From an optimization exercise on the open Yosys and OpenROAD flow, aimed at small area, a short achievable clock period and few clock cycles per item; shortcuts taken in it are not production practice.
The RTL was checked by simulation tests, not by an equivalence proof against the original design.
No activity file was given, so power comes from the tool's default toggle rates.

## job 128
==> flow/design.v <==
`timescale 1ns / 1ps
module medfilter2
(
  CLK,
  RSTn,
  Start_sig,
  Done_sig,
  Data_out,
  Rom_addr,
  Rom_data
);
  input CLK;
  input RSTn;
  input Start_sig;
  output Done_sig;
  output [7:0] Data_out;
  output [17:0] Rom_addr;
  input [7:0] Rom_data;
  reg       st1;       
  reg       start_d;
  reg       run;
  reg [1:0] ph;        
  reg       z;         
  reg       first;     
  reg [8:0] rowA;
  reg [8:0] colA;
  reg       zq;        
  reg       done;
  wire start = st1 & ~start_d;
  always @(posedge CLK or negedge RSTn)
    if (!RSTn) begin
      st1     <= 1'b0;
      start_d <= 1'b0;
    end else begin
      st1     <= Start_sig;
      start_d <= st1;
    end
  wire      eor = ~z & (&colA);    
  wire [8:0] row_inc2 = {rowA[8:1] + 8'd1, rowA[0]};
  wire [8:0] row_dec1 = rowA - 9'd1;
  always @(posedge CLK or negedge RSTn)
    if (!RSTn) begin
      run  <= 1'b0;
      done <= 1'b0;
    end else begin
      if (start)
        run <= 1'b1;
      done <= run & ~start & ph[0] & ~first & ~(~z & colA == 9'd3);
    end
  always @(posedge CLK)
    if (start) begin
      ph    <= 2'd0;
      z     <= 1'b1;
      first <= 1'b1;
      rowA  <= 9'd511;
      colA  <= 9'd0;
      zq    <= 1'b1;
    end else begin
      ph  <= {ph[0], ~ph[1] & ~ph[0]};
      if (ph[1]) begin
        z    <= eor;
        if (!eor)
          rowA <= row_dec1;
        if (!z)
          colA <= colA + 9'd1;
      end else if (ph[0])
        rowA <= row_dec1;
      else
        rowA <= row_inc2;
      zq   <= z | (ph == 2'd0 && rowA == 9'd511) | (ph[0] && rowA == 9'd0);
      if (ph[0] && !z && colA == 9'd2)
        first <= 1'b0;
    end
  assign Rom_addr = {rowA, colA};
  assign Done_sig = done;
  wire g0 = (ph == 2'd0);
  wire g1 = (ph == 2'd1);
  wire g2 = (ph == 2'd2);
  reg [7:0] s0, s1, s2, s3, s4, s5, s6, s7, s8, s9, s10;
  reg [7:0] r0n, r1n, r2n, r3n;    
  reg [7:0] dout;
  wire cA = gt8(s1, s0);
  wire cB = gt8(s2, s0);
  wire hold1 = (g0 | g1) & cA;
  reg q_bc, q_ac, x1, x2, x3;
  wire gab = x3;
  wire gac = q_ac;
  wire gbc = q_bc;
  wire oa = g0 ? (gab & gac)   : g1 ? (gab ^ gac)    : (~gab & ~gac);
  wire ob = g0 ? (~gab & gbc)  : g1 ? ~(gab ^ gbc)   : (gab & ~gbc);
  wire oc = g0 ? (~gac & ~gbc) : g1 ? (gac ^ gbc)    : (gac & gbc);
  wire [7:0] op3n = ~(({8{oa}} & s10) | ({8{ob}} & s7) | ({8{oc}} & s4));
  reg f1, f1d, f2;
  wire fab = f1d;
  wire fac = f2;
  wire fbc = f1;
  wire [7:0] fmed = ~(({8{fab ^ fac}} & r3n) | ({8{~(fab ^ fbc)}} & r2n) | ({8{fac ^ fbc}} & r1n));
  function gt8;
    input [7:0] a, b;
    reg [7:0] g, p;
    reg [3:0] g2, p2;
    reg [1:0] g4, p4;
    integer i;
    begin
      g = a & ~b;
      p = a | ~b;
      for (i = 0; i < 4; i = i + 1) begin
        g2[i] = g[2*i+1] | p[2*i+1] & g[2*i];
        p2[i] = p[2*i+1] & p[2*i];
      end
      for (i = 0; i < 2; i = i + 1) begin
        g4[i] = g2[2*i+1] | p2[2*i+1] & g2[2*i];
        p4[i] = p2[2*i+1] & p2[2*i];
      end
      gt8 = g4[1] | p4[1] & g4[0];
    end
  endfunction
  always @(posedge CLK) begin
    s0  <= Rom_data & {8{~zq}};
    s1  <= hold1 ? s1 : s0;
    s2  <= g2 ? s1 :
           g0 ? (cA ? s0 : s1) :
           (cB ? s2 : (cA ? s0 : s1));
    s3  <= (g1 & cB) ? s0 : s2;
    s4  <= s3;
    s5  <= s4;
    s6  <= s5;
    s7  <= s6;
    s8  <= s7;
    s9  <= s8;
    s10 <= s9;
    q_bc <= gt8(s6, s3);
    q_ac <= gt8(s9, s3);
    x1  <= q_bc;
    x2  <= x1;
    x3  <= x2;
    r0n <= op3n;
    r1n <= r0n;
    r2n <= r1n;
    r3n <= r2n;
    f1  <= gt8(r0n, r1n);
    f2  <= gt8(r0n, r2n);
    f1d <= f1;
    dout <= fmed;
  end
  assign Data_out = dout;
endmodule
export LEC_CHECK = 0
export CAP_MARGIN = 20
export CORE_MARGIN = 2
export CORE_UTILIZATION = 40
export CTS_BUF_LIST = sky130_fd_sc_hd__clkbuf_8
export SETUP_SLACK_MARGIN = 3.5
export SLEW_MARGIN = 20
create_clock -name core_clock -period 5.5 [get_ports {CLK}]
standard.sh (not shown) runs the stock make flow with config.mk's settings and CLKGATE_MAP_FILE= SYNTH_SCRIPT=/design/flow/synth_recipe.tcl, a recipe that flattens the netlist after the stock synthesis.
==> flow/flow/run.sh <==
#!/bin/bash
# The standard layout (standard.sh) with two changes:
# - the port buffers that placement inserts are the library's smallest
#   buffer instead of a delay cell; timing repair resizes them where needed;
# - clock tree synthesis does not add dummy loads to the clock nets.
export BUFFER_PORTS_ARGS="-buffer_cell sky130_fd_sc_hd__buf_1"
export CTS_ARGS="-sink_clustering_enable -repair_clock_nets -buf_list sky130_fd_sc_hd__clkbuf_8 -dont_use_dummy_load"
bash standard.sh > standard.log 2>&1
Testbench counts of job 128, summed over its fixed seeds: cycles 2,363,946, items 786,432.
[inputs] job 3990 vs job 128
# job 128
export LEC_CHECK = 0
export CAP_MARGIN = 20
export CORE_MARGIN = 2
export CORE_UTILIZATION = 40
export CTS_BUF_LIST = sky130_fd_sc_hd__clkbuf_8
export SETUP_SLACK_MARGIN = 3.5
export SLEW_MARGIN = 20
create_clock -name core_clock -period 5.5 [get_ports {CLK}]
# job 3990
export LEC_CHECK = 0
export CAP_MARGIN = 20
export CORE_MARGIN = 2
export CORE_UTILIZATION = 40
export CTS_BUF_LIST = sky130_fd_sc_hd__clkbuf_8
export SETUP_SLACK_MARGIN = 3.3
export SLEW_MARGIN = 20
create_clock -name core_clock -period 5.5 [get_ports {CLK}]
## What came out
Sort job 128 and job 3990 by area added between synthesis and finish desc -> top: job 128. Comparing job 3990 against job 128, there is no change at all in count of flip-flops with a built-in enable after synthesis. In the tables for job 128 and job 3990, final standard cell area without fillers reads lower with job 3990. Delta (job 3990 minus job 128): total leakage power shows a reduction of 0.27 nW; count of routing violations after the opening detailed-route iteration increased by 0.46% relative to the old numbers. As far as number of clock buffers inserted by TritonCTS goes, job 128 and job 3990 are indistinguishable; the numbers are identical. Summary of the comparison: overall fraction of global-route tracks in use is lower in job 3990, relative to job 128. Job 3990 — clock distribution area overhead in the final layout 0.25 points higher, job 128 as reference.

what the ideal ports hide:
The results above use ideal ports. As a check the final layouts listed here were re-extracted and re-timed, cells and wires unchanged. Step 1 (the two cells are an assumption about what drives the block):
set clk [get_ports {CLK}]
set_driving_cell -lib_cell sky130_fd_sc_hd__clkbuf_16 $clk
set_driving_cell -lib_cell sky130_fd_sc_hd__buf_2 [delete_from_list [all_inputs] $clk]
Step 2, shift: input delay + t, output delay - t, t = (earliest + latest rising clock arrival at the registers) / 2. This alone moves slack from input paths to output paths. Three values: ideal ports, drivers, drivers and shift; two values: the first two.
run	t (ns)	setup slack, ns	worst setup path at the end	slew at the worst register clock pin (ns)	cell pins on the clock port's net
job 128	0.466	3.486 / 3.453 / 3.501	register to register	0.09 / 0.09	1
job 3990	0.463	3.374 / 3.340 / 3.434	register to register	0.09 / 0.09	1
After both steps every run listed still meets setup and hold.
